From an optimization exercise on the open Yosys and OpenROAD flow, aimed at small area, a short achievable clock period and few clock cycles; shortcuts taken in it are not production practice.
Where RTL was checked, it was by simulation tests only, not by an equivalence proof against the original.
The RTL of runs 2 to 4 was laid out without a check of its function.
No activity file was given, so power comes from the tool's default toggle rates.

--- design/flow/design.v ---
module drawLine
    (
        output logic [18:0] addr  ,
        output logic [31:0] data  ,
        output logic        wr    ,
        input  logic        busy  ,
        input  logic        clk   ,  
        input  logic        reset ,
        input  logic        clk_en,
        input  logic        start ,
        output logic        done  ,
        input  logic [31:0] dataa ,
        input  logic [31:0] datab ,
        input  logic  [7:0] n     ,
        output logic [31:0] result
    );
    typedef enum logic[5:0] {FETCH_DATA, WRITE_TO_VGA, CALCUL_LINE, CALCUL_INIT, CALC_TRANS1, CALC_TRANS2, CALC_TRANS3, CALC_NEXT_COOR, FINISH} etat_t;
    etat_t etat;
    logic [31:0] x0_temp;
    logic [31:0] y0_temp;
    logic [31:0] x1_temp;
    logic [31:0] y1_temp;
    logic [31:0] color;
    logic signed [31:0] xDraw;
    logic signed [31:0] yDraw;
    logic signed [31:0] x0;
    logic signed [31:0] y0;
    logic signed [31:0] x1;
    logic signed [31:0] y1;
    logic signed [31:0] Dx;
    logic signed [31:0] Dy;
    logic signed [31:0] steep;
    logic signed [31:0] ystep;
    logic signed [31:0] xstep;
    logic signed [31:0] TwoDy;
    logic signed [31:0] TwoDx;
    logic signed [31:0] TwoDyTwoDx;
    logic signed [31:0] DiffE;
    logic signed [31:0] x;
    logic signed [31:0] y;
    logic signed [31:0] abs_Dx;
    logic signed [31:0] abs_Dy;
    always @(posedge clk) begin
        if(reset) begin
            wr         <= 1'b0;
            etat       <= FETCH_DATA;
            done       <= 1'b0;
            addr       <= {19{1'b0}};
            result     <= {32{1'b0}};
            data       <= {32{1'b0}};
            xDraw      <= 0;
            yDraw      <= 0;
            TwoDy      <= 0;
            TwoDx      <= 0;
            TwoDyTwoDx <= 0;
            DiffE      <= 0;
            x          <= 0;
            y          <= 0;
            x0         <= 0;
            y0         <= 0;
            x1         <= 0;
            y1         <= 0;
            Dx         <= 0;
            Dy         <= 0;    
            steep      <= 0;
            ystep      <= 0;
            xstep      <= 0;
            abs_Dx     <= 0;
            abs_Dy     <= 0;
            end else begin
            if(clk_en) begin
                case(etat)
                    FETCH_DATA:
                        begin
                            if( start == 1'b1 ) begin
                                x0_temp   <= 32'(dataa[9:0]);
                                y0_temp   <= 32'(dataa[19:10]);
                                x1_temp   <= 32'(dataa[29:20]);
                                y1_temp   <= 32'(datab[9:0]);
                                color     <= 32'(datab[19:10]);
                                x0        <= 32'(dataa[9:0]);
                                y0        <= 32'(dataa[19:10]);
                                x1        <= 32'(dataa[29:20]);
                                y1        <= 32'(datab[9:0]);
                                Dx        <= dataa[29:20] - dataa[9:0];
                                Dy        <= datab[9:0]   - dataa[19:10];
                                etat      <= (n==0) ? WRITE_TO_VGA : CALC_TRANS1;
                            end else begin
                                etat   <=  FETCH_DATA;
                            end;
                            done   <= 1'b0;
                            wr     <= 1'b0;
                        end
                    CALC_TRANS1:
                        begin
                            abs_Dy <= (signed'(Dy)<0) ? -Dy : Dy;
                            abs_Dx <= (signed'(Dx)<0) ? -Dx : Dx;
                            etat <= CALC_TRANS2;
                       end
                    CALC_TRANS2:
                        begin
                            steep  <= (abs_Dy >= abs_Dx) ? 1:0;
                            if (abs_Dy >= abs_Dx) begin
                                x0 <= y0_temp;
                                x1 <= y1_temp;
                                y0 <= x0_temp;
                                y1 <= x1_temp;
                                Dx <= (y1_temp - y0_temp);
                                Dy <= (x1_temp - x0_temp);
                            end
                            etat <= CALC_TRANS3;
                        end                     
                    CALC_TRANS3:
                        begin
                            if((signed'(Dx)<0)) begin
                                xstep <= -1;
                                Dx    <= -Dx;
                            end else begin
                                xstep <= 1;
                            end
                            if((signed'(Dy))<0) begin
                                ystep <= -1;
                                Dy    <= -Dy;
                            end else begin
                                ystep <= 1;
                            end
                            etat <= CALCUL_INIT;
                        end
                    CALCUL_INIT:
                        begin
                            TwoDyTwoDx <= (Dy<<1) - (Dx<<1);
                            DiffE      <= (Dy<<1) - Dx;
                            y          <= y0;
                            x          <= x0;
                            etat       <= CALCUL_LINE;
                        end
                    CALCUL_LINE:
                        begin
                            if(x != x1) begin
                                if(steep) begin
                                    xDraw <= y;
                                    yDraw <= x;
                                end else begin
                                    xDraw <= x;
                                    yDraw <= y;
                                end
                                etat <= WRITE_TO_VGA;
                            end else begin
                                etat <= FINISH;                            
                            end
                        end 
                    WRITE_TO_VGA:
                        begin
                            if( busy == 1'b0 ) begin 
                                if(n==0) begin
                                    done   <= 1'b1;
                                    wr     <= 1'b1;
                                    result <= datab;
                                    addr   <= 19'(x0_temp + (y0_temp<<9) + (y0_temp<<7)) ;
                                    data   <= 32'(color);
                                    etat   <= FETCH_DATA  ;
                                end else begin
                                    wr     <= 1'b1;
                                    result <= datab;
                                    addr   <= 19'(xDraw + (yDraw<<9) + (yDraw<<7)) ;
                                    data   <= 32'(color);
                                    etat   <= CALC_NEXT_COOR;
                                end
                            end else begin
                                etat   <=  WRITE_TO_VGA ;
                            end
                        end
                    CALC_NEXT_COOR:
                        begin
                            wr     <= 1'b0;
                            if(signed'(DiffE)>0) begin
                                DiffE <= DiffE + TwoDyTwoDx;
                                y     <= y + ystep;
                            end else begin
                                DiffE <= DiffE + (Dy<<1);
                            end
                            x      <= x + xstep;
                            etat   <= CALCUL_LINE;
                        end
                    FINISH:
                        begin
                            done   <= 1'b1;
                            etat   <= FETCH_DATA;
                        end
                endcase
            end
        end
    end
endmodule  
--- design/flow/run.sh ---
#!/bin/bash
# synth_recipe.tcl (not shown) runs the flow's synth.tcl, then flattens the netlist and writes it again
# the make line also repeats each setting of config.mk as NAME=value (left out here)
make -C /OpenROAD-flow-scripts/flow DESIGN_CONFIG=/design/flow/config.mk WORK_HOME=/design/flow/orfs CLKGATE_MAP_FILE= SYNTH_SCRIPT=/design/flow/synth_recipe.tcl finish
--- design/flow/config.mk ---
export PLATFORM = sky130hd
export DESIGN_NAME = drawLine
export DESIGN_NICKNAME = drawLine
export VERILOG_FILES = /design/flow/design.v
export SDC_FILE = /design/flow/constraint.sdc
export NUM_CORES = 4
export LEC_CHECK = 0
export CAP_MARGIN = 20
export CORE_MARGIN = 2
export CORE_UTILIZATION = 40
export PLACE_DENSITY = 0.6
export SLEW_MARGIN = 20
--- design/flow/constraint.sdc ---
create_clock -name core_clock -period 6.0 [get_ports {clk}]
set_input_delay 1.2000 -clock core_clock [delete_from_list [all_inputs] [get_ports {clk}]]
set_output_delay 1.2000 -clock core_clock [all_outputs]
set_load 0.01 [all_outputs]
==> results of run 1 <==
[synth_stat cells, types with 38 or more instances]
library cell | instances | area share
xor2_1 | 103 | 0.032
mux2i_1 | 47 | 0.017
o21ai_0 | 161 | 0.028
dfxtp_1 | 374 | 0.26
nor2b_1 | 38 | 0.0084
ha_1 | 244 | 0.11
clkbuf_1 | 174 | 0.023
xnor2_1 | 131 | 0.040
a211oi_1 | 168 | 0.044
a21oi_1 | 289 | 0.051
nor2_1 | 353 | 0.047
nand2_1 | 432 | 0.057
edfxtp_1 | 50 | 0.053
a311oi_1 | 50 | 0.015
nand3_1 | 44 | 0.0077
a21o_1 | 109 | 0.029
inv_1 | 155 | 0.020
nor3_1 | 81 | 0.014
[worst max-delay path: stages, from the launching register on]
cell,delay (ns)
dfxtp_1,0.33
nor4_1,0.35
nand4_1,0.22
nor2_1,0.24
or2_2,0.37
mux2_2,0.39
ha_1,0.21
fa_1,0.41
a21o_1,0.19
a221oi_1,0.42
o21ai_0,0.29
a21o_1,0.22
nor3_1,0.13
buf_4,0.15
o21a_1,0.17
o21ai_0,0.10
a21oi_1,0.31
xor2_1,0.12
a221oi_1,0.29
[metal layers]
layer | up-vias | track usage | wire, um
met2 | 541 | 0.3384 | 35960
li1 | 12640 | - | -
met3 | 116 | 0.04154 | 4908
met1 | 11590 | 0.3226 | 41070
met4 | 0 | 0.06092 | 1888
met5 | - | 0 | 0
[sequential cells by signal (all words and copies together), names as in the netlist, 12 cells and up]
register,count
DiffE,32
Dx,32
Dy,32
abs_Dx,32
abs_Dy,32
result,32
x,32
TwoDyTwoDx,31
addr,19
xDraw,19
y,19
yDraw,12
[metrics by stage]
step	setup slack, ns	cells	hold WS [ns]	util	cell area, um^2
2_1_floorplan	0.8795	3525	0.4294	-	28510
3_3_place_gp	0.8947	4436	0.4381	0.4356	30560
3_5_place_dp	0.9436	4436	0.4440	0.4356	30560
4_1_cts	0.9334	4533	0.4504	0.4599	32260
5_1_grt	0.4775	4537	0.4646	0.4601	32280
6_report	0.9607	4537	0.4486	0.4601	32280
[report_power, final]
group / total, mW / switching, mW / internal, mW
clock network: 3.17 / 1.33 / 1.84
registers: 3.34 / 0.271 / 3.07
logic: 4.09 / 2.41 / 1.68
total: 10.6 / 4.01 / 6.58
[kinds of logic after synthesis]
logic type                 count (synthesis)
muxes                                     78
DFF                                      424
adders and majority gates                265
xor gates and xnor gates                 234
other                                      1
AOI/OAI and AO/OA                       1009
buffers and inverters                    358
and+or+nand+nor                         1135
[worst min path at each step]
stage | start | end | slack, ns | cells past startpoint
floorplan | TwoDyTwoDx[10] | TwoDyTwoDx[10] | 0.43 | 2
global placement | TwoDyTwoDx[3] | TwoDyTwoDx[3] | 0.44 | 2
detailed placement | TwoDyTwoDx[5] | TwoDyTwoDx[5] | 0.44 | 2
CTS | TwoDyTwoDx[3] | TwoDyTwoDx[3] | 0.45 | 2
global route | TwoDyTwoDx[19] | TwoDyTwoDx[19] | 0.46 | 2
finish | TwoDyTwoDx[5] | TwoDyTwoDx[5] | 0.45 | 2
[final cells by class]
type	count	area share
tap	940	0.03644
clock buffer	75	0.04551
antenna	4	0.0003101
clock inverter	22	0.007249
sequential	424	0.2785
inverter	155	0.01802
multi-input combinational	2743	0.5627
timing repair buffer	174	0.05124
==> impl_metrics.tcl, run 1 <==
set metrics [dict create \
    status "complete, no violations" \
    antenna_found_initial 4 \
    setup_viol 0 \
    cp-start-kind "flip-flop" \
    gp_congestion 0.8775 \
    die_w_um 270.6 \
    dp_hpwl_um 61270 \
    hold_violations 0 \
    ys_seq_area_frac 0.3162 \
    worstPathRequired_ns 6.49 \
    synthCells 3504 \
    firstDrtPassIters 5 \
    grt_usage 0.2234 \
    synth_cell_types 75 \
    first_iter_violations 1947 \
    maxSlewViolCount 0 \
    grt_pass1_vias 23260 \
    regArea_um2 8990 \
    io_buffers 137 \
    cap_viol_max_count 0 \
    r2r-end "DiffE[29]" \
    fp.dieArea_um2 73210 \
    synth-simple-area-share 0.1778 \
    synth_area_per_cell_um2 8.112 \
    ir_drop_mv 0.2381 \
    synth_edf_count 50 \
    final_cell_mix "432 x nand2_1, 373 x dfxtp_1, 350 x nor2_1" \
    area_delta_synth_final_pct 13.55 \
    cts_buffer_depth 3 \
    gr-total-overflow 0 \
    worstMarginPinSlew_ns 1.079 \
    fill_cells 7132 \
    timing.final.crit_share 0.8399 \
    synth_area_um2 28430 \
    worst_r2r_path_depth 18 \
    drc_errors 0 \
    crit_fanout 11 \
    synth_top_flop_cell "dfxtp_1" \
    maxSlewHeadroom 0.2805 \
    cts_tree "yes" \
    post_cts_buffers 0 \
    layout_commonest_cell "nand2_1" \
    avgViaCountPerCell 5.484 \
    final.setup.tns_ns 0 \
    root_buffer "clkbuf_16" \
    multi_input_area_um2 18160 \
    synth_warnings 1 \
    crit_end "DiffE[29]" \
    routed_wl_um 83830 \
    numCtsBuffers 52 \
    detail_route.wl_per_cell_um 18.48 \
    core-area_um2 70150 \
    leakage_nw 12.76 \
    dr_total_vias 24880 \
    powerDensity_nw_per_um2 328.2 \
    critPathKind "reg -> reg" \
    grt_pass1_wl_um 131800 \
    rsz0062_at_grt "no" \
    clk_pin_slew_ns 0.06 \
    drive_gt1_frac 0.05260 \
    clock_sinks 424 \
    fmax_mhz 198.4 \
    die_h_um 270.6 \
    synth_fa_ha_area_frac 0.1222 \
    ys_ff_latch 424 \
    synth_compound_area_frac 0.2325 \
    clk_latency_ns 0.65 \
    nets 3892 \
    cp-end-kind "flip-flop" \
    worstSetupStartpoint "DiffE[3]" \
    min_path_type "reg -> reg" \
    fin_crit_ns 5.039 \
    fin_skew_ns 0.06971 \
    post_cts_resized 0 \
    fp-row-count 97 \
    grt_max_degree 90 \
    yosys.area_share.xor_xnor 0.07210 \
    synth_top_family_by_area "compound AO/OA/AOI/OAI gates" \
    p_total_mw 10.59 \
    cts_hold_buf 0 \
    ctsHtreeMaxLevel 2 \
    reg2reg_from "DiffE[3]" \
    start_util 0.4052 \
    async_flop_share 0 \
    synth_mux_area_frac 0.02883 \
    route.antenna.remaining_nets 0 \
    rrSetupSlack_ns 0.96 \
    arrival_ns 5.53 \
    io_pins 162 \
]
Testbench counts, summed over its fixed seeds: cycles 202,584.
==> run 2, diff against run 1 <==
==> design/flow/design.v (replaced) <==
module drawLine
    (
        output logic [18:0] addr  ,
        output logic [31:0] data  ,
        output logic        wr    ,
        input  logic        busy  ,
        input  logic        clk   ,
        input  logic        reset ,
        input  logic        clk_en,
        input  logic        start ,
        output logic        done  ,
        input  logic [31:0] dataa ,
        input  logic [31:0] datab ,
        input  logic  [7:0] n     ,
        output logic [31:0] result
    );
    logic        sb, sc, sd, se, sw, run;   
    logic        single;                    
    logic        first;                     
    logic        steep, sgx, sgy;
    logic  [9:0] mreg;                      
    logic [10:0] freg;                      
    logic  [9:0] dreg;                      
    logic  [9:0] cnt;                       
    wire idle = ~(sb | sc | sd | se | sw | run);
    wire [9:0] x0 = dataa[9:0];
    wire [9:0] y0 = dataa[19:10];
    wire [9:0] x1 = dataa[29:20];
    wire [9:0] y1 = datab[9:0];
    wire        cix = ~(sb & sgx);
    wire        ciy = ~(sb & sgy);
    wire [10:0] sx  = {1'b0, x1} + {1'b0, ~x0} + 11'(cix);
    wire [10:0] sy  = {1'b0, y1} + {1'b0, ~y0} + 11'(ciy);
    wire        cic = ~sd | steep;
    wire [10:0] sc_sum = {1'b0, cnt} + {1'b0, ~dreg} + 11'(cic);
    wire        zero = (dreg == 10'd0) && (cnt == 10'd0);
    wire  [9:0] bigD = steep ? cnt : dreg;
    wire        g    = ~freg[10];               
    wire        selk = run & g;
    wire [10:0] fop  = selk ? ~{1'b0, mreg} : {1'b0, dreg};
    wire [10:0] fsum = freg + fop + 11'(selk);
    wire        movx = ~steep | g;
    wire        movy = steep | g;
    wire [18:0] stepx = movx ? (sgx ? 19'h7FFFF : 19'd1) : 19'd0;
    wire [18:0] stepy = movy ? (sgy ? 19'(-640) : 19'd640) : 19'd0;
    wire [18:0] addend = sb ? {2'b00, mreg, 7'd0} :
                         sc ? {9'd0, freg[2:0], 7'd0} :
                         first ? 19'd0 : 19'(stepx + stepy);
    wire [18:0] asum = addr + addend;
    wire issue = ~busy;
    assign data = {22'd0, result[19:10]};
    always_ff @(posedge clk) begin
        if (reset) begin
            sb     <= 1'b0;
            sc     <= 1'b0;
            sd     <= 1'b0;
            se     <= 1'b0;
            sw     <= 1'b0;
            run    <= 1'b0;
            wr     <= 1'b0;
            done   <= 1'b0;
            result <= 32'd0;
        end else if (clk_en) begin
            wr   <= 1'b0;
            done <= 1'b0;
            if (idle && start) begin
                sb     <= 1'b1;
                single <= (n == 8'd0);
                sgx    <= ~sx[10];
                sgy    <= ~sy[10];
                addr   <= {y0, 2'b00, x0[6:0]};
                mreg   <= y0;
                freg   <= {8'd0, x0[9:7]};
            end
            if (sb) begin
                sb   <= 1'b0;
                sc   <= 1'b1;
                addr <= asum;
                dreg <= sx[9:0] ^ {10{sgx}};
                cnt  <= sy[9:0] ^ {10{sgy}};
            end
            if (sc) begin
                sc    <= 1'b0;
                addr  <= asum;
                steep <= sc_sum[10];
                if (single || !zero)
                    result <= datab;
                if (single) begin
                    if (issue) begin
                        wr   <= 1'b1;
                        done <= 1'b1;
                    end else begin
                        sw <= 1'b1;
                    end
                end else if (zero) begin
                    done <= 1'b1;
                end else begin
                    sd <= 1'b1;
                end
            end
            if (sw && issue) begin
                sw   <= 1'b0;
                wr   <= 1'b1;
                done <= 1'b1;
            end
            if (sd) begin
                sd   <= 1'b0;
                se   <= 1'b1;
                mreg <= sc_sum[9:0] ^ {10{~steep}};
                freg <= ~{2'b00, bigD[9:1]};
                if (!steep) begin
                    dreg <= cnt;
                    cnt  <= dreg;
                end
            end
            if (se) begin
                se   <= 1'b0;
                run  <= 1'b1;
                freg <= fsum;
                first <= 1'b1;
            end
            if ((se || run) && issue) begin
                wr    <= 1'b1;
                first <= 1'b0;
                cnt   <= cnt - 10'd1;
                if (cnt == 10'd1) begin
                    done <= 1'b1;
                    run  <= 1'b0;
                end
            end
            if (run && issue) begin
                addr <= asum;
                if (!first)
                    freg <= fsum;
            end
        end
    end
endmodule
--- a/design/flow/config.mk
+++ b/design/flow/config.mk
@@ -6,7 +6,9 @@
 export NUM_CORES = 4
 export LEC_CHECK = 0
+export ABC_CLOCK_PERIOD_IN_PS = 2500
 export CAP_MARGIN = 20
 export CORE_MARGIN = 2
 export CORE_UTILIZATION = 40
 export PLACE_DENSITY = 0.6
+export SETUP_SLACK_MARGIN = 3.3
 export SLEW_MARGIN = 20
==> run 2 against run 1 <==
Compared with the run above: still clean; utilization increased by 11 points; design area decreased by 64%; clock power decreased by 81%; register-to-register slack improved by 1.9 ns; fmax increased by 62%; synthesized cell count decreased by 74%; clock-buffer cell count decreased by 65; worst setup slack improved by 1.9 ns; routed wire length decreased by 70%; final cell count decreased by 70%; die area decreased by 70%; critical path type unchanged; highest routed layer unchanged.
==> impl_metrics.tcl, run 2 <==
set metrics [dict create \
    status "complete, no violations" \
    worstPathRequired_ns 6.11 \
    crit_path_frequent_cell "buf_6" \
    gr-total-overflow 0 \
    ys_ff_latch 105 \
    regArea_um2 2761 \
    fp.dieArea_um2 21770 \
    nets 1250 \
    avgViaCountPerCell 5.364 \
    fin_skew_ns 0.01586 \
    critPathSlowestCell "edfxtp_1" \
    synth_edf_count 65 \
    dr_total_vias 7408 \
    fill_cells 1780 \
    final.setup.tns_ns 0 \
    dp_hpwl_um 17130 \
    powerDensity_nw_per_um2 183.3 \
    ys_seq_area_frac 0.3339 \
    synth_warnings 1 \
    maxSlewHeadroom 0.5221 \
    antenna_found_initial 0 \
    ctsHtreeMaxLevel 3 \
    die_h_um 147.6 \
    min_path_type "reg -> reg" \
    synth_common_cells "87 x nor2_1, 81 x nand2_1, 69 x a21oi_1" \
    numCtsBuffers 9 \
    top_register "result" \
    critPathKind "reg -> reg" \
    yosys-top-cells-area "edfxtp_1 24%, dfxtp_1 9.7%, ha_1 8.8%, xnor2_1 6.3%, mux2i_1 5.3%" \
    firstDrtPassIters 5 \
    detail_route.wl_per_cell_um 18.51 \
    worstMarginPinSlew_ns 0.7141 \
    routed_wl_um 25560 \
    cts_hold_buf 0 \
    synth.largest_area_cell "edfxtp_1" \
    setup_viol 0 \
    root_buffer "clkbuf_16" \
    io_buffers 137 \
    maxSlewViolCount 0 \
    crit_fanout 4 \
    grt_pass1_vias 7295 \
    clock_sinks 105 \
    rsz0062_at_grt "yes" \
    synth_top_flop_cell "edfxtp_1" \
    timing.final.crit_share 0.5191 \
    drc_errors 0 \
    clk_pin_slew_ns 0.08 \
    leakage_nw 4.684 \
    route.antenna.remaining_nets 0 \
    netlist.area_leader.share 0.2368 \
    cap_viol_max_count 0 \
    multi_input_area_um2 5831 \
    final_cell_mix "116 x clkdlybuf4s50_1, 80 x nor2_1, 71 x nand2_1" \
    utilization 0.5712 \
    clk_latency_ns 0.37 \
    first_iter_violations 559 \
    cp-end-kind "flip-flop" \
    synth_cell_types 67 \
    hold_violations 0 \
    gp_congestion 0.8948 \
    arrival_ns 3.22 \
    drive_gt1_frac 0.2439 \
    layout_commonest_cell "clkdlybuf4s50_1" \
    cts_buffer_depth 2 \
    fmax_mhz 321.0 \
    synth_area_um2 8243 \
    largest_reg_flops 32 \
    grt_max_degree 46 \
    grt_pass1_wl_um 38920 \
    async_flop_share 0 \
    die_w_um 147.6 \
    io_pins 162 \
    path_cells "buf_6 -> buf_12 -> nand2b_4 -> o21ai_4 -> a21o_4 -> inv_4 -> a221o_1 -> ha_4 -> buf_6 -> and3_4 -> o221ai_4 -> a21boi_2 -> a31oi_2 -> xor2_1 -> a21oi_1" \
    start_util 0.4074 \
    area_delta_synth_final_pct 40.21 \
    grt_usage 0.2266 \
    fin_crit_ns 3.115 \
    core-area_um2 20230 \
    synthCells 928 \
    cts_tree "yes" \
    post-synth-top-count-cell "nor2_1" \
    synth_area_per_cell_um2 8.882 \
    max_stage_delay_ns 0.40 \
    ir_drop_mv 0.1417 \
    reg.largest.list "result (32), addr (19), freg (11)" \
    diodes 0 \
    cp-start-kind "flip-flop" \
    fp-row-count 52 \
]
[run 2: path summary, 6_finish.rpt]
| kind | slack, ns | cells after the start | end | start |
|---|---|---|---|---|
| max | 2.89 | 15 | addr[17] | steep |
| max reg2reg | 2.89 | 15 | addr[17] | steep |
| min reg2reg | 0.48 | 2 | done | done |
| min | 0.48 | 2 | done | done |
[run 2: kinds of logic (layout without fill, tap and decap cells)]
logic type	count (synthesis)	in the layout	synth area share
simple gates	257	259	0.1495
buf+inv	128	288	0.08227
other cells	1	22	0.0004549
mux	46	46	0.05616
fa+ha+maj	67	67	0.1099
compound gates	247	247	0.1859
flops	105	105	0.3339
xor+xnor	77	77	0.08182
[run 2: metal layers]
| layer | track usage | share of wire | up-vias |
|---|---|---|---|
| met1 | 0.2966 | 0.43 | 3517 |
| met2 | 0.3788 | 0.49 | 241 |
| met4 | 0.07837 | 0.027 | 0 |
| met3 | 0.03920 | 0.052 | 48 |
| met5 | 0 | 0 | - |
| li1 | - | - | 3602 |
[run 2: through the flow]
step           setup slack [ns]  instances  power, mW  hold slack (ns)  cell area [um^2]
5_1_grt                   2.767       1381      2.212           0.5231             11560
6_report                  2.885       1381      2.119           0.4799             11560
3_3_place_gp              2.071       1285      1.371           0.4704              9762
2_1_floorplan             2.729        949      1.214           0.4953              8514
3_5_place_dp              2.047       1285      1.373           0.4678              9762
4_1_cts                   2.812       1358      2.069           0.4829             11120
[run 2: worst max-delay path, delay by kind of cell, from the launching register on]
kind | cells | cell delay [ns]
buffers and inverters | 4 | 0.39
xor gates and xnor gates | 1 | 0.18
DFF | 1 | 0.40
and+or+nand+nor | 2 | 0.33
AOI/OAI and AO/OA | 7 | 1.23
adders and majority gates | 1 | 0.33
[run 2: report_power, final]
part | switching, mW | leakage (nW) | internal (mW)
sequential | 0.0419 | 0.931 | 0.802
combinational | 0.329 | 3.61 | 0.346
clock | 0.308 | 0.142 | 0.292
[run 2: area by class of cell]
type / instances / share of cell area
flip-flops and latches: 105 / 0.2389
repair buffers: 223 / 0.1842
clock inverters: 6 / 0.005088
clock buffers: 10 / 0.01981
inverters: 49 / 0.01830
multi-input cells: 718 / 0.5045
well taps: 270 / 0.02923
[run 2: what timing repair did]
action	4_1_cts	5_1_grt
gates resized for setup	167	66
pin swaps	97	82
setup buffers	54	23
endpoints found under the setup margin	149	58
cloned	3	0
hold endpoints to repair	0	0
==> run 3, diff against run 2 <==
--- a/design/flow/config.mk
+++ b/design/flow/config.mk
@@ -6,9 +6,7 @@
 export NUM_CORES = 4
 export LEC_CHECK = 0
-export ABC_CLOCK_PERIOD_IN_PS = 2500
 export CAP_MARGIN = 20
 export CORE_MARGIN = 2
 export CORE_UTILIZATION = 40
 export PLACE_DENSITY = 0.6
-export SETUP_SLACK_MARGIN = 3.3
 export SLEW_MARGIN = 20
==> run 3 against run 2 <==
Compared with the run above: worst hold slack improved by 0.0068 ns; utilization decreased by 8.2 points; sequential share of layout area is 3.9 points higher; design area is 14% lower; die area is the same; largest cell class unchanged; final cell count down 5.7%; largest power group unchanged; flip-flop and latch count is the same; first-iteration DRC count down 28%; still clean; fmax down 22%.
==> impl_metrics.tcl, run 3 <==
set metrics [dict create \
    status "complete, no violations" \
    dp_hpwl_um 17190 \
    maxSlewViolCount 0 \
    arrival_ns 4.05 \
    ctsHtreeMaxLevel 3 \
    setup_viol 0 \
    firstDrtPassIters 5 \
    critPathKind "reg -> reg" \
    synth_edf_count 65 \
    numCtsBuffers 9 \
    diodes 0 \
    fmax_mhz 251.6 \
    synth_cell_types 67 \
    synth_area_per_cell_um2 8.882 \
    cts_tree "yes" \
    async_flop_share 0 \
    drc_errors 0 \
    io_pins 162 \
    start_util 0.4074 \
    root_buffer "clkbuf_16" \
    gp_congestion 0.8827 \
    grt_usage 0.2106 \
    synth_top_flop_cell "edfxtp_1" \
    synth_warnings 1 \
    worstMarginPinSlew_ns 0.9881 \
    worstPathRequired_ns 6.08 \
    area_delta_synth_final_pct 20.04 \
    grt_max_degree 47 \
    synthCells 928 \
    clk_pin_slew_ns 0.08 \
    netlist.area_leader.share 0.2368 \
    reg.largest.list "result (32), addr (19), freg (11)" \
    crit_fanout 21 \
    post-synth-top-count-cell "nor2_1" \
    cp-start-kind "flip-flop" \
    die_w_um 147.6 \
    final_cell_mix "137 x clkdlybuf4s50_1, 87 x nor2_1, 81 x nand2_1" \
    clk_latency_ns 0.36 \
    nets 1171 \
    hold_violations 0 \
    first_iter_violations 400 \
    utilization 0.4890 \
    detail_route.wl_per_cell_um 17.39 \
    cts_buffer_depth 2 \
    route.antenna.remaining_nets 0 \
    fp.dieArea_um2 21770 \
    final.setup.tns_ns 0 \
    rsz0062_at_grt "no" \
    ir_drop_mv 0.1401 \
    cts_hold_buf 0 \
    fin_crit_ns 3.975 \
    powerDensity_nw_per_um2 195.2 \
    dpl.cell_count 1286 \
    io_buffers 137 \
    fin_cells 1302 \
    core-area_um2 20230 \
    cp-end-kind "flip-flop" \
    avgViaCountPerCell 5.262 \
    clock_sinks 105 \
    whs_ns 0.4867 \
    gr-total-overflow 0 \
    fp-row-count 52 \
    drive_gt1_frac 0.03973 \
    timing.final.ws_setup_ns 2.025 \
    timing.final.crit_share 0.6625 \
    yosys-top-cells-area "edfxtp_1 24%, dfxtp_1 9.7%, ha_1 8.8%, xnor2_1 6.3%, mux2i_1 5.3%" \
    routed_wl_um 22650 \
    grt_pass1_vias 6567 \
    fin_skew_ns 0.007008 \
    largest_reg_flops 32 \
    ys_ff_latch 105 \
    fill_cells 1980 \
    grt_pass1_wl_um 35960 \
    die_h_um 147.6 \
    layout_commonest_cell "clkdlybuf4s50_1" \
    post_cts_resized 0 \
    synth_common_cells "87 x nor2_1, 81 x nand2_1, 69 x a21oi_1" \
    synth_area_um2 8243 \
    min_path_type "reg -> reg" \
    leakage_nw 4.062 \
    post_cts_buffers 0 \
    synth.largest_area_cell "edfxtp_1" \
    pre_cts_ws_ns 1.817 \
    antenna_found_initial 0 \
    dr_total_vias 6851 \
    maxSlewHeadroom 0.3397 \
    ys_seq_area_frac 0.3339 \
    top_register "result" \
    cap_viol_max_count 0 \
]
run 3: cell types whose count changed in the layout (fill, tap and decap cells not counted), sizes merged, moves of 2 or more:
cell,change
buf,-80
clkdlybuf4s50,+21
dlygate4sd2,-11
dlymetal6s2s,-3
clkdlybuf4s15,-2
run 3: per-stage QoR:
| stage | power, mW | area, um^2 |
|---|---|---|
| floorplan | 1.198 | 8322 |
| global placement | 1.347 | 9615 |
| detailed placement | 1.353 | 9615 |
| CTS | 1.947 | 9894 |
| global route | 2.033 | 9894 |
| finish | 1.931 | 9894 |
run 3: final timing paths:
kind,startpoint,depth (start not counted),endpoint,slack (ns)
max,freg[10],13,freg[10],2.02
min,done,2,done,0.49
max reg2reg,freg[10],13,freg[10],2.02
min reg2reg,done,2,done,0.49
run 3: layout make-up:
| cell class | count | area (um^2) | share of cell area |
|---|---|---|---|
| clock inverter | 6 | 50.05 | 0.005058 |
| sequential | 105 | 2753 | 0.2782 |
| tap | 270 | 337.8 | 0.03414 |
| multi-input combinational | 716 | 4902 | 0.4954 |
| clock buffer | 10 | 229.0 | 0.02314 |
| inverter | 49 | 183.9 | 0.01859 |
| timing repair buffer | 146 | 1439 | 0.1454 |
run 3: worst max-delay path: stages, from the launching register on:
cell and delay (ns):
edfxtp_1 0.49, inv_1 0.17, nand2_1 0.43, nor2_1 0.22, a21oi_1 0.08, fa_1 0.48, fa_1 0.44, nor2b_1 0.17
o31a_1 0.16, o21ai_1 0.08, a21boi_0 0.34, a31o_1 0.28, mux2i_1 0.21, o221ai_1 0.12
run 3: power by group:
group | total, mW | internal [mW] | switching (mW)
sequential | 0.836 | 0.802 | 0.0333
clock | 0.594 | 0.289 | 0.305
combinational | 0.502 | 0.239 | 0.262
run 3: cell families after synthesis:
family                   after synthesis  share of synthesized area
AO/OA/AOI/OAI                        247                     0.1859
buffers and inverters                128                    0.08227
flip-flops                           105                     0.3339
AND/OR/NAND/NOR                      257                     0.1495
adder cells (fa/ha/maj)               67                     0.1099
XOR/XNOR                              77                    0.08182
other                                  1                  0.0004549
multiplexers                          46                    0.05616
run 3: per-layer routing:
layer	share of wire	vias up	track usage
met1	0.47	3198	0.2897
met3	0.061	16	0.04568
met2	0.46	204	0.3391
li1	-	3433	-
met4	0.014	0	0.05000
met5	0	-	0
==> run 4, diff against run 3 <==
==> design/flow/design.v (replaced) <==
module drawLine
    (
        output logic [18:0] addr  ,
        output logic [31:0] data  ,
        output logic        wr    ,
        input  logic        busy  ,
        input  logic        clk   ,
        input  logic        reset ,
        input  logic        clk_en,
        input  logic        start ,
        output logic        done  ,
        input  logic [31:0] dataa ,
        input  logic [31:0] datab ,
        input  logic  [7:0] n     ,
        output logic [31:0] result
    );
    logic        sb, sc, sd, se, sw, run;   
    logic        single;                    
    logic        first;                     
    logic        steep, sgx, sgy;
    logic [10:0] freg;                      
    logic  [9:0] cnt;                       
    wire [9:0] ra = result[9:0];            
    wire [9:0] rb = result[29:20];          
    wire idle = ~(sb | sc | sd | se | sw | run);
    wire [9:0] x0 = dataa[9:0];
    wire [9:0] y0 = dataa[19:10];
    wire [9:0] x1 = dataa[29:20];
    wire [9:0] y1 = datab[9:0];
    wire        cix = ~(sb & sgx);
    wire        ciy = ~(sb & sgy);
    wire [11:0] sxw = {1'b0, x1, 1'b1} + {1'b0, ~x0, cix};
    wire [11:0] syw = {1'b0, y1, 1'b1} + {1'b0, ~y0, ciy};
    wire        empty = (x0 == x1) && (y0 == y1) && (n != 8'd0);
    wire        cic = ~sd | steep;
    wire [11:0] ccw = {1'b0, cnt, 1'b1} + {1'b0, ~rb, cic};
    wire  [9:0] bigD = steep ? cnt : rb;
    wire        g    = ~freg[10];               
    wire        selk = run & g;
    wire [10:0] fop  = selk ? ~{1'b0, ra} : {1'b0, rb};
    wire [11:0] fsw  = {freg, 1'b1} + {fop, selk};
    wire        movx = ~steep | g;
    wire        movy = steep | g;
    logic [18:0] step;
    always_comb begin
        case ({movx, sgx, movy, sgy})
            4'b1000, 4'b1001: step = 19'd1;
            4'b1100, 4'b1101: step = 19'h7FFFF;
            4'b0010, 4'b0110: step = 19'd640;
            4'b0011, 4'b0111: step = 19'(-640);
            4'b1010:          step = 19'd641;
            4'b1011:          step = 19'(-639);
            4'b1110:          step = 19'd639;
            4'b1111:          step = 19'(-641);
            default:          step = 19'd0;
        endcase
    end
    wire [18:0] addend = sb ? {2'b00, ra, 7'd0} :
                         sc ? {9'd0, freg[2:0], 7'd0} :
                         first ? 19'd0 : step;
    wire [18:0] asum = addr + addend;
    wire issue = ~busy;
    assign data = {22'd0, result[19:10]};
    always_ff @(posedge clk) begin
        if (reset) begin
            sb     <= 1'b0;
            sc     <= 1'b0;
            sd     <= 1'b0;
            se     <= 1'b0;
            sw     <= 1'b0;
            run    <= 1'b0;
            wr     <= 1'b0;
            done   <= 1'b0;
            result <= 32'd0;
        end else if (clk_en) begin
            wr   <= 1'b0;
            done <= 1'b0;
            if (idle && start) begin
                if (empty) begin
                    done <= 1'b1;
                end else begin
                    sb             <= 1'b1;
                    single         <= (n == 8'd0);
                    sgx            <= ~sxw[11];
                    sgy            <= ~syw[11];
                    addr           <= {y0, 2'b00, x0[6:0]};
                    result[9:0]    <= y0;
                    result[19:10]  <= datab[19:10];
                    freg           <= {8'd0, x0[9:7]};
                end
            end
            if (sb) begin
                sb             <= 1'b0;
                sc             <= 1'b1;
                addr           <= asum;
                result[29:20]  <= sxw[10:1] ^ {10{sgx}};
                cnt            <= syw[10:1] ^ {10{sgy}};
            end
            if (sc) begin
                sc    <= 1'b0;
                addr  <= asum;
                steep <= ccw[11];
                if (single) begin
                    if (issue) begin
                        wr     <= 1'b1;
                        done   <= 1'b1;
                        result <= datab;
                    end else begin
                        sw <= 1'b1;
                    end
                end else begin
                    sd <= 1'b1;
                end
            end
            if (sw && issue) begin
                sw     <= 1'b0;
                wr     <= 1'b1;
                done   <= 1'b1;
                result <= datab;
            end
            if (sd) begin
                sd          <= 1'b0;
                se          <= 1'b1;
                result[9:0] <= ccw[10:1] ^ {10{~steep}};
                freg        <= ~{2'b00, bigD[9:1]};
                if (!steep) begin
                    result[29:20] <= cnt;
                    cnt           <= rb;
                end
            end
            if (se) begin
                se    <= 1'b0;
                run   <= 1'b1;
                freg  <= fsw[11:1];
                first <= 1'b1;
            end
            if ((se || run) && issue) begin
                wr    <= 1'b1;
                first <= 1'b0;
                cnt   <= cnt - 10'd1;
                if (cnt == 10'd1) begin
                    done   <= 1'b1;
                    run    <= 1'b0;
                    result <= datab;
                end
            end
            if (run && issue) begin
                addr <= asum;
                if (!first)
                    freg <= fsw[11:1];
            end
        end
    end
endmodule
--- a/design/flow/config.mk
+++ b/design/flow/config.mk
@@ -6,7 +6,9 @@
 export NUM_CORES = 4
 export LEC_CHECK = 0
+export ABC_CLOCK_PERIOD_IN_PS = 2500
 export CAP_MARGIN = 20
 export CORE_MARGIN = 2
 export CORE_UTILIZATION = 40
 export PLACE_DENSITY = 0.6
+export SETUP_SLACK_MARGIN = 3.3
 export SLEW_MARGIN = 20
==> run 4 against run 3 <==
Compared with the run above: still clean on timing, DRC and antenna; sequential share of layout area shrank 10 points; global-route usage rose by 6.9 points; fmax rose by 22%; die area shrank 2.0%; synthesized cell count increased by 7.1%; critical path type unchanged.
==> impl_metrics.tcl, run 4 <==
set metrics [dict create \
    synth_top_flop_cell "edfxtp_1" \
    worstMarginPinSlew_ns 1.009 \
    core-area_um2 19650 \
    rrSetupSlack_ns 2.75 \
    reg.largest.list "result (32), addr (19), freg (11)" \
    worst_r2r_path_depth 14 \
    timing.final.ws_setup_ns 2.755 \
    p_clk_frac 0.270 \
    synthCells 994 \
    ys_ff_latch 85 \
    rsz0062_at_grt "yes" \
    crit_path_frequent_cell "a21o_1" \
    synth_area_um2 8075 \
    gr-total-overflow 0 \
    whs_endpoint "result[31]" \
    r2r-end "addr[18]" \
    cp-start-kind "flip-flop" \
    multi_input_area_um2 6614 \
    route.antenna.remaining_nets 0 \
    netlist.area_leader.share 0.1673 \
    clk_pin_slew_ns 0.07 \
    io_buffers 137 \
    synth.largest_area_cell "edfxtp_1" \
    crit_fanout 4 \
    path_cells "buf_6 -> nor2b_4 -> nand2_2 -> a2111oi_4 -> buf_4 -> a21o_1 -> ha_4 -> a21o_1 -> a21oi_2 -> o21bai_4 -> o31a_1 -> nor2_1 -> o21ai_0 -> a32o_1" \
    powerDensity_nw_per_um2 175.9 \
    maxSlewHeadroom 0.3251 \
    grt_pass1_vias 8049 \
    yosys-top-cells-area "edfxtp_1 17%, dfxtp_1 9.9%, ha_1 9.3%, xnor2_1 5.4%, a21oi_1 5.1%" \
    nets 1363 \
    min_path_type "reg -> reg" \
    worstPathRequired_ns 6.11 \
    cts_tree "yes" \
    timing.final.crit_share 0.5409 \
    fill_cells 1698 \
    fp.dieArea_um2 21340 \
    io_pins 162 \
    dr_total_vias 8691 \
    min_path_cells 2 \
    grt_pass1_wl_um 46570 \
    detail_route.wl_per_cell_um 21.26 \
    start_util 0.4109 \
    p_total_mw 2.165 \
    fin_skew_ns 0.01103 \
    reg2reg_from "steep" \
    fmax_mhz 308.1 \
    status "complete, no violations" \
    ir_drop_mv 0.1639 \
    async_flop_share 0 \
    synth_warnings 1 \
    swShare 0.3481 \
    pre_cts_ws_ns 1.487 \
    ys_seq_area_frac 0.2665 \
    routed_wl_um 31720 \
    ctsHtreeMaxLevel 3 \
    clk_latency_ns 0.36 \
    regArea_um2 2167 \
    leakage_nw 4.968 \
    gp_congestion 0.9240 \
    dp_hpwl_um 21160 \
    critPathKind "reg -> reg" \
    grt_usage 0.2799 \
    design_area_um2 12310 \
    die_h_um 146.1 \
    cp-end-kind "flip-flop" \
    clock_sinks 85 \
    whs_ns 0.4593 \
    placed_area_um2 9968 \
    synth_common_cells "96 x nor2_1, 83 x a21oi_1, 80 x nand2_1" \
    post-synth-top-count-cell "nor2_1" \
    synth_cell_types 82 \
    first_iter_violations 875 \
    hold_violations 0 \
    synth_edf_count 45 \
    final.setup.tns_ns 0 \
    p_switching_mw 0.7536 \
    synth_area_per_cell_um2 8.124 \
    drive_gt1_frac 0.3393 \
    grt_max_degree 53 \
    cts_buffer_depth 2 \
    cap_viol_max_count 0 \
    critPathSlowestCell "edfxtp_1" \
    seqPwrFrac 0.325 \
    avgViaCountPerCell 5.825 \
    numCtsBuffers 9 \
    largest_reg_flops 32 \
    fin_crit_ns 3.245 \
    top_register "result" \
    pwr-share-comb 0.405 \
    drc_errors 0 \
    fp-row-count 51 \
    maxSlewViolCount 0 \
    firstDrtPassIters 5 \
    antenna_found_initial 1 \
    power.internal_mw 1.411 \
    utilization 0.6264 \
    layout_commonest_cell "buf_4" \
    area_delta_synth_final_pct 52.45 \
    setup_viol 0 \
    max_stage_delay_ns 0.52 \
    die_w_um 146.1 \
    dpl.cell_count 1346 \
    final_cell_mix "101 x buf_4, 89 x nor2_1, 86 x clkdlybuf4s50_1" \
    fin_cells 1492 \
    min_from "result[31]" \
    arrival_ns 3.36 \
    root_buffer "clkbuf_16" \
]
==> run 4: metal layers <==
| metal | up-vias | global-route usage | wire length, um |
|---|---|---|---|
| li1 | 4044 | - | - |
| met1 | 4089 | 0.3724 | 12990 |
| met2 | 471 | 0.4474 | 14470 |
| met3 | 87 | 0.06219 | 2885 |
| met4 | 0 | 0.1010 | 1362 |
| met5 | - | 0 | 0 |
==> run 4: timing repair <==
| action | CTS | global route |
|---|---|---|
| hold endpoints to repair | 0 | 0 |
| endpoints found under the setup margin | 108 | 96 |
| hold buffers | 0 | 0 |
| pin swaps | 108 | 98 |
| resized for setup | 306 | 137 |
| cloned | 4 | 2 |
| setup buffers | 77 | 46 |
==> run 4: cell type report <==
class	instances	area share
Antenna cell	1	0.0002033
Clock buffer	9	0.01829
Clock inverter	7	0.005285
Inverter	59	0.02368
Multi-Input combinational cell	792	0.5372
Sequential cell	85	0.1760
Tap cell	265	0.02693
Timing Repair Buffer	274	0.2123
==> run 4: worst max-delay path by stage <==
stage                end       from  slack [ns]
6_report        addr[18]      steep        2.75
5_1_grt         addr[18]      steep        2.62
4_1_cts         addr[18]   freg[10]        2.81
3_5_place_dp   result[9]  dataa[12]        1.49
3_3_place_gp   result[9]  dataa[13]        1.57
2_1_floorplan  result[5]   dataa[2]        2.92
==> run 4: cells by family after synthesis <==
family / count (synthesis) / share of synthesized area
xor+xnor: 73 / 0.07918
simple gates: 280 / 0.1635
flops: 85 / 0.2665
other cells: 1 / 0.0004644
fa+ha+maj: 65 / 0.1054
compound gates: 323 / 0.2668
mux: 27 / 0.03455
buf+inv: 140 / 0.08367
==> run 4: critical path, delay by kind of cell (launching register included) <==
kind / cells / cell delay (ns)
compound gates: 8 / 1.57
fa+ha+maj: 1 / 0.21
buf+inv: 2 / 0.38
flops: 1 / 0.52
simple gates: 3 / 0.33
==> run 4: power by group through the flow <==
stage                     clock [mW]  combinational, mW  sequential, mW
final                          0.585              0.876           0.704
after global routing           0.617              0.935           0.707
after CTS                      0.593              0.758           0.702
after detailed placement           0              0.644           0.716
after global placement             0              0.641           0.716
after floorplan                    0              0.442           0.697
==> run 5, diff against run 4 <==
==> design/flow/design.v (replaced) <==
module drawLine
    (
        output logic [18:0] addr  ,
        output logic [31:0] data  ,
        output logic        wr    ,
        input  logic        busy  ,
        input  logic        clk   ,
        input  logic        reset ,
        input  logic        clk_en,
        input  logic        start ,
        output logic        done  ,
        input  logic [31:0] dataa ,
        input  logic [31:0] datab ,
        input  logic  [7:0] n     ,
        output logic [31:0] result
    );
    logic        s1, s2, run;     
    logic        single;          
    logic        first;           
    logic        steep, sgx, sgy;
    logic [10:0] kreg;            
    logic [11:0] ereg;            
    logic  [9:0] dreg;            
    logic  [9:0] cnt;             
    wire idle = ~(s1 | s2 | run);
    wire [9:0] x0 = dataa[9:0];
    wire [9:0] y0 = dataa[19:10];
    wire [9:0] x1 = dataa[29:20];
    wire [9:0] y1 = datab[9:0];
    wire [9:0] adx  = kreg[10] ? 10'(-kreg[9:0]) : kreg[9:0];
    wire [9:0] ady  = ereg[10] ? 10'(-ereg[9:0]) : ereg[9:0];
    wire       zero = (kreg == 11'd0) && (ereg[10:0] == 11'd0);
    wire [10:0] dyx   = {1'b0, cnt} - {1'b0, dreg};
    wire [10:0] dxy   = {1'b0, dreg} - {1'b0, cnt};
    wire        stp   = ~dyx[10];
    wire [11:0] e_st  = {1'b0, dreg, 1'b0} - {2'b0, cnt} - 12'd1;
    wire [11:0] e_fl  = {1'b0, cnt, 1'b0} - {2'b0, dreg} - 12'd1;
    wire  [9:0] bigD  = stp ? cnt : dreg;
    wire  [9:0] smalld = stp ? dreg : cnt;
    wire        d_is1 = ((dreg | cnt) == 10'd1);
    wire        g    = ~ereg[11];               
    wire        movx = ~steep | g;
    wire        movy = steep | g;
    wire [18:0] stepx = movx ? (sgx ? 19'h7FFFF : 19'd1) : 19'd0;
    wire [18:0] stepy = movy ? (sgy ? 19'(-640) : 19'd640) : 19'd0;
    wire [18:0] addend = first ? 19'd0 : 19'(stepx + stepy);
    wire [11:0] einc = g ? {kreg, 1'b0} : {1'b0, dreg, 1'b0};
    assign data = {22'd0, result[19:10]};
    always_ff @(posedge clk) begin
        if (reset) begin
            s1     <= 1'b0;
            s2     <= 1'b0;
            run    <= 1'b0;
            wr     <= 1'b0;
            done   <= 1'b0;
            result <= 32'd0;
        end else if (clk_en) begin
            wr   <= 1'b0;
            done <= 1'b0;
            if (idle) begin
                if (start) begin
                    s1         <= 1'b1;
                    single     <= (n == 8'd0);
                    kreg       <= {1'b0, x1} - {1'b0, x0};
                    ereg       <= {2'b0, y1} - {2'b0, y0};
                    addr[18:7] <= 12'({y0, 2'b00} + {2'b00, y0});
                    addr[6:0]  <= x0[6:0];
                end
            end
            if (s1) begin
                s1         <= 1'b0;
                addr[18:7] <= addr[18:7] + 12'(x0[9:7]);
                sgx        <= kreg[10];
                sgy        <= ereg[10];
                dreg       <= adx;
                cnt        <= single ? 10'd1 : ady;
                if (single || !zero)
                    result <= datab;
                if (single) begin
                    if (!busy) begin
                        wr   <= 1'b1;
                        done <= 1'b1;
                    end else begin
                        run   <= 1'b1;
                        first <= 1'b1;
                    end
                end else if (zero) begin
                    done <= 1'b1;
                end else begin
                    s2 <= 1'b1;
                end
            end
            if (s2) begin
                s2    <= 1'b0;
                steep <= stp;
                ereg  <= stp ? e_st : e_fl;
                kreg  <= stp ? dxy : dyx;
                dreg  <= smalld;
                if (!busy) begin
                    wr    <= 1'b1;
                    cnt   <= bigD - 10'd1;
                    first <= 1'b0;
                    if (d_is1) done <= 1'b1;
                    else       run  <= 1'b1;
                end else begin
                    cnt   <= bigD;
                    first <= 1'b1;
                    run   <= 1'b1;
                end
            end
            if (run && !busy) begin
                wr    <= 1'b1;
                addr  <= addr + addend;
                first <= 1'b0;
                if (!first)
                    ereg <= ereg + einc;
                cnt   <= cnt - 10'd1;
                if (cnt == 10'd1) begin
                    done <= 1'b1;
                    run  <= 1'b0;
                end
            end
        end
    end
endmodule
--- a/design/flow/config.mk
+++ b/design/flow/config.mk
@@ -6,9 +6,7 @@
 export NUM_CORES = 4
 export LEC_CHECK = 0
-export ABC_CLOCK_PERIOD_IN_PS = 2500
 export CAP_MARGIN = 20
 export CORE_MARGIN = 2
 export CORE_UTILIZATION = 40
 export PLACE_DENSITY = 0.6
-export SETUP_SLACK_MARGIN = 3.3
 export SLEW_MARGIN = 20
==> run 5 against run 4 <==
Compared with the run above: critical endpoint is now cnt[6]; via count up 6.1%; utilization down 15 points; global-route usage down 5.4 points; still clean on timing, DRC and antenna; worst setup slack worse by 1.0 ns; fmax down 24%.
==> impl_metrics.tcl, run 5 <==
set metrics [dict create \
    min_path_type "reg -> reg" \
    worst_r2r_path_depth 16 \
    worstPathRequired_ns 6.11 \
    post-synth-top-count-cell "nand2_1" \
    fp.dieArea_um2 26790 \
    gp_congestion 0.8954 \
    ys_seq_area_frac 0.2699 \
    start_util 0.4061 \
    final.setup.tns_ns 0 \
    route.antenna.remaining_nets 0 \
    whs_ns 0.4531 \
    regArea_um2 2754 \
    synth_common_cells "163 x nand2_1, 133 x a21oi_1, 112 x ha_1" \
    grt_pass1_vias 8723 \
    synthCells 1252 \
    clk_pin_slew_ns 0.08 \
    post_cts_resized 0 \
    grt_max_degree 68 \
    synth_top_flop_cell "edfxtp_1" \
    ys_ff_latch 104 \
    post_cts_buffers 0 \
    maxSlewViolCount 0 \
    dpl.cell_count 1678 \
    fin_crit_ns 4.284 \
    status "complete, no violations" \
    setup_viol 0 \
    cp-start-kind "flip-flop" \
    firstDrtPassIters 5 \
    crit_fanout 18 \
    fill_cells 2494 \
    die_w_um 163.7 \
    fin_skew_ns 0.01108 \
    utilization 0.4810 \
    grt_usage 0.2260 \
    synth.largest_area_cell "edfxtp_1" \
    cp-end-kind "flip-flop" \
    cts_buffer_depth 2 \
    io_pins 162 \
    rsz0062_at_grt "no" \
    largest_reg_flops 32 \
    powerDensity_nw_per_um2 168.9 \
    gr-total-overflow 0 \
    clk_latency_ns 0.37 \
    netlist.area_leader.share 0.1973 \
    critPathKind "reg -> reg" \
    area_delta_synth_final_pct 18.44 \
    drc_errors 0 \
    synth_cell_types 72 \
    antenna_found_initial 0 \
    drive_gt1_frac 0.04542 \
    cts_hold_buf 0 \
    dr_total_vias 9224 \
    avgViaCountPerCell 5.442 \
    synth_area_per_cell_um2 8.145 \
    synth_warnings 1 \
    hold_violations 0 \
    dp_hpwl_um 23780 \
    worstMarginPinSlew_ns 0.9534 \
    leakage_nw 4.753 \
    timing.final.ws_setup_ns 1.716 \
    first_iter_violations 721 \
    clock_sinks 104 \
    reg2reg_from "cnt[0]" \
    numCtsBuffers 9 \
    yosys-top-cells-area "edfxtp_1 20%, ha_1 14%, dfxtp_1 7.3%, a21oi_1 6.5%, nand2_1 6.0%" \
    synth_area_um2 10200 \
    async_flop_share 0 \
    cts_tree "yes" \
    io_buffers 137 \
    top_register "result" \
    cap_viol_max_count 0 \
    arrival_ns 4.39 \
    fp-row-count 58 \
    whs_endpoint "result[28]" \
    root_buffer "clkbuf_16" \
    die_h_um 163.7 \
    ir_drop_mv 0.1364 \
    rrSetupSlack_ns 1.72 \
    pre_cts_ws_ns 1.593 \
    multi_input_area_um2 6774 \
    detail_route.wl_per_cell_um 17.81 \
    routed_wl_um 30180 \
    layout_commonest_cell "nand2_1" \
    fin_cells 1695 \
    maxSlewHeadroom 0.3621 \
    fmax_mhz 233.4 \
    core-area_um2 25110 \
    grt_pass1_wl_um 47550 \
    min_path_cells 2 \
    min_from "result[28]" \
    timing.final.crit_share 0.7140 \
    r2r-end "cnt[6]" \
    diodes 0 \
    synth_edf_count 67 \
    ctsHtreeMaxLevel 3 \
    nets 1559 \
    reg.largest.list "result (32), addr (19), ereg (12)" \
    final_cell_mix "163 x nand2_1, 137 x clkdlybuf4s50_1, 133 x a21oi_1" \
]
-- run 5: cell types whose count changed in the layout (fill, tap and decap cells not counted), sizes merged, moves of 25 or more --
cell / change
buf: -150
nor3: +25
clkdlybuf4s50: +51
a21oi: +51
nor2: -26
nand2: +80
ha: +52
inv: +31
-- run 5: kinds of logic after synthesis --
kind of cell    after synthesis  synth area share
simple gates                399            0.1840
compound gates              335            0.2029
buf+inv                     165           0.07374
fa+ha+maj                   122            0.1571
xor+xnor                    104           0.08932
flops                       104            0.2699
mux                          22           0.02258
other cells                   1         0.0003677
-- run 5: metrics by stage --
step | area (um^2) | power, mW
floorplan | 10280 | 1.238
global placement | 11760 | 1.420
detailed placement | 11760 | 1.425
CTS | 12070 | 2.052
finish | 12080 | 2.040
global route | 12080 | 2.151
-- run 5: metal layers --
layer,global-route usage,vias to the layer above,part of all wire
li1,-,4626,-
met1,0.3202,4315,0.47
met2,0.3573,256,0.46
met3,0.03022,27,0.048
met4,0.06778,0,0.021
met5,0,-,0
-- run 5: worst max path at each step --
stage                    from        to  slack, ns  cells after the start
floorplan              cnt[0]    cnt[6]       2.18                     15
global placement    dataa[10]  ereg[10]       1.63                     11
detailed placement  dataa[10]  ereg[10]       1.59                     11
CTS                    cnt[0]    cnt[6]       1.73                     16
global route           cnt[0]    cnt[6]       1.47                     16
finish                 cnt[0]    cnt[6]       1.72                     16
-- run 5: layout make-up --
class	count	area share
Multi-Input combinational cell	1004	0.5609
Sequential cell	104	0.2280
Tap cell	330	0.03419
Timing Repair Buffer	155	0.1247
Clock inverter	6	0.004765
Inverter	86	0.02673
Clock buffer	10	0.02072
-- run 5: worst max-delay path, stage by stage (launching register included) --
cell       delay, ns
edfxtp_1        0.55
inv_1           0.15
ha_1            0.24
fa_1            0.41
o21ba_1         0.21
or4_4           0.43
nand4b_2        0.11
buf_4           0.25
a21oi_1         0.09
a21oi_1         0.31
ha_1            0.21
nor2b_1         0.21
buf_4           0.18
o2111ai_1       0.11
xor2_1          0.20
a221oi_1        0.29
a21oi_1         0.06
-- run 5: where the power goes --
| group | internal (mW) | switching (mW) | leakage, nW |
|---|---|---|---|
| logic | 0.267 | 0.310 | 3.69 |
| clock network | 0.317 | 0.309 | 0.152 |
| registers | 0.802 | 0.0343 | 0.915 |
Testbench counts of run 5, summed over its fixed seeds: cycles 73,697.

port drivers added, routing unchanged:
Ports are ideal in the flow. The routed layouts listed here were re-timed in OpenROAD. Step 1 sets driving cells, clkbuf_16 on the clock port and buf_2 on the other inputs (assumed; they add their load-dependent delay and slew). Step 2 times the ports against the registers' clock, not the clock port: input delays grow and output delays shrink by t, the midpoint of the rising clock arrivals with the driver on. Slacks: no drivers / after step 1 / after step 2; pairs: no drivers / after step 1.
run | t, ns | setup slack, ns | worst hold slack (ns)
run 1 | 0.674 | 0.961 / 0.961 / 0.961 | 0.449 / 0.449 / 0.449
run 2 | 0.398 | 2.885 / 2.885 / 2.492 | 0.480 / 0.480 / 0.480
run 3 | 0.403 | 2.025 / 2.025 / 1.810 | 0.487 / 0.487 / 0.487
run 4 | 0.401 | 2.755 / 2.755 / 2.394 | 0.459 / 0.459 / 0.459
run 5 | 0.410 | 1.716 / 1.716 / 1.515 | 0.453 / 0.453 / 0.453
After both steps setup and hold are still met in every run listed. The setup slack of run 2, which loses most, moves by 0.000 ns with the drivers and by -0.393 ns with both steps.
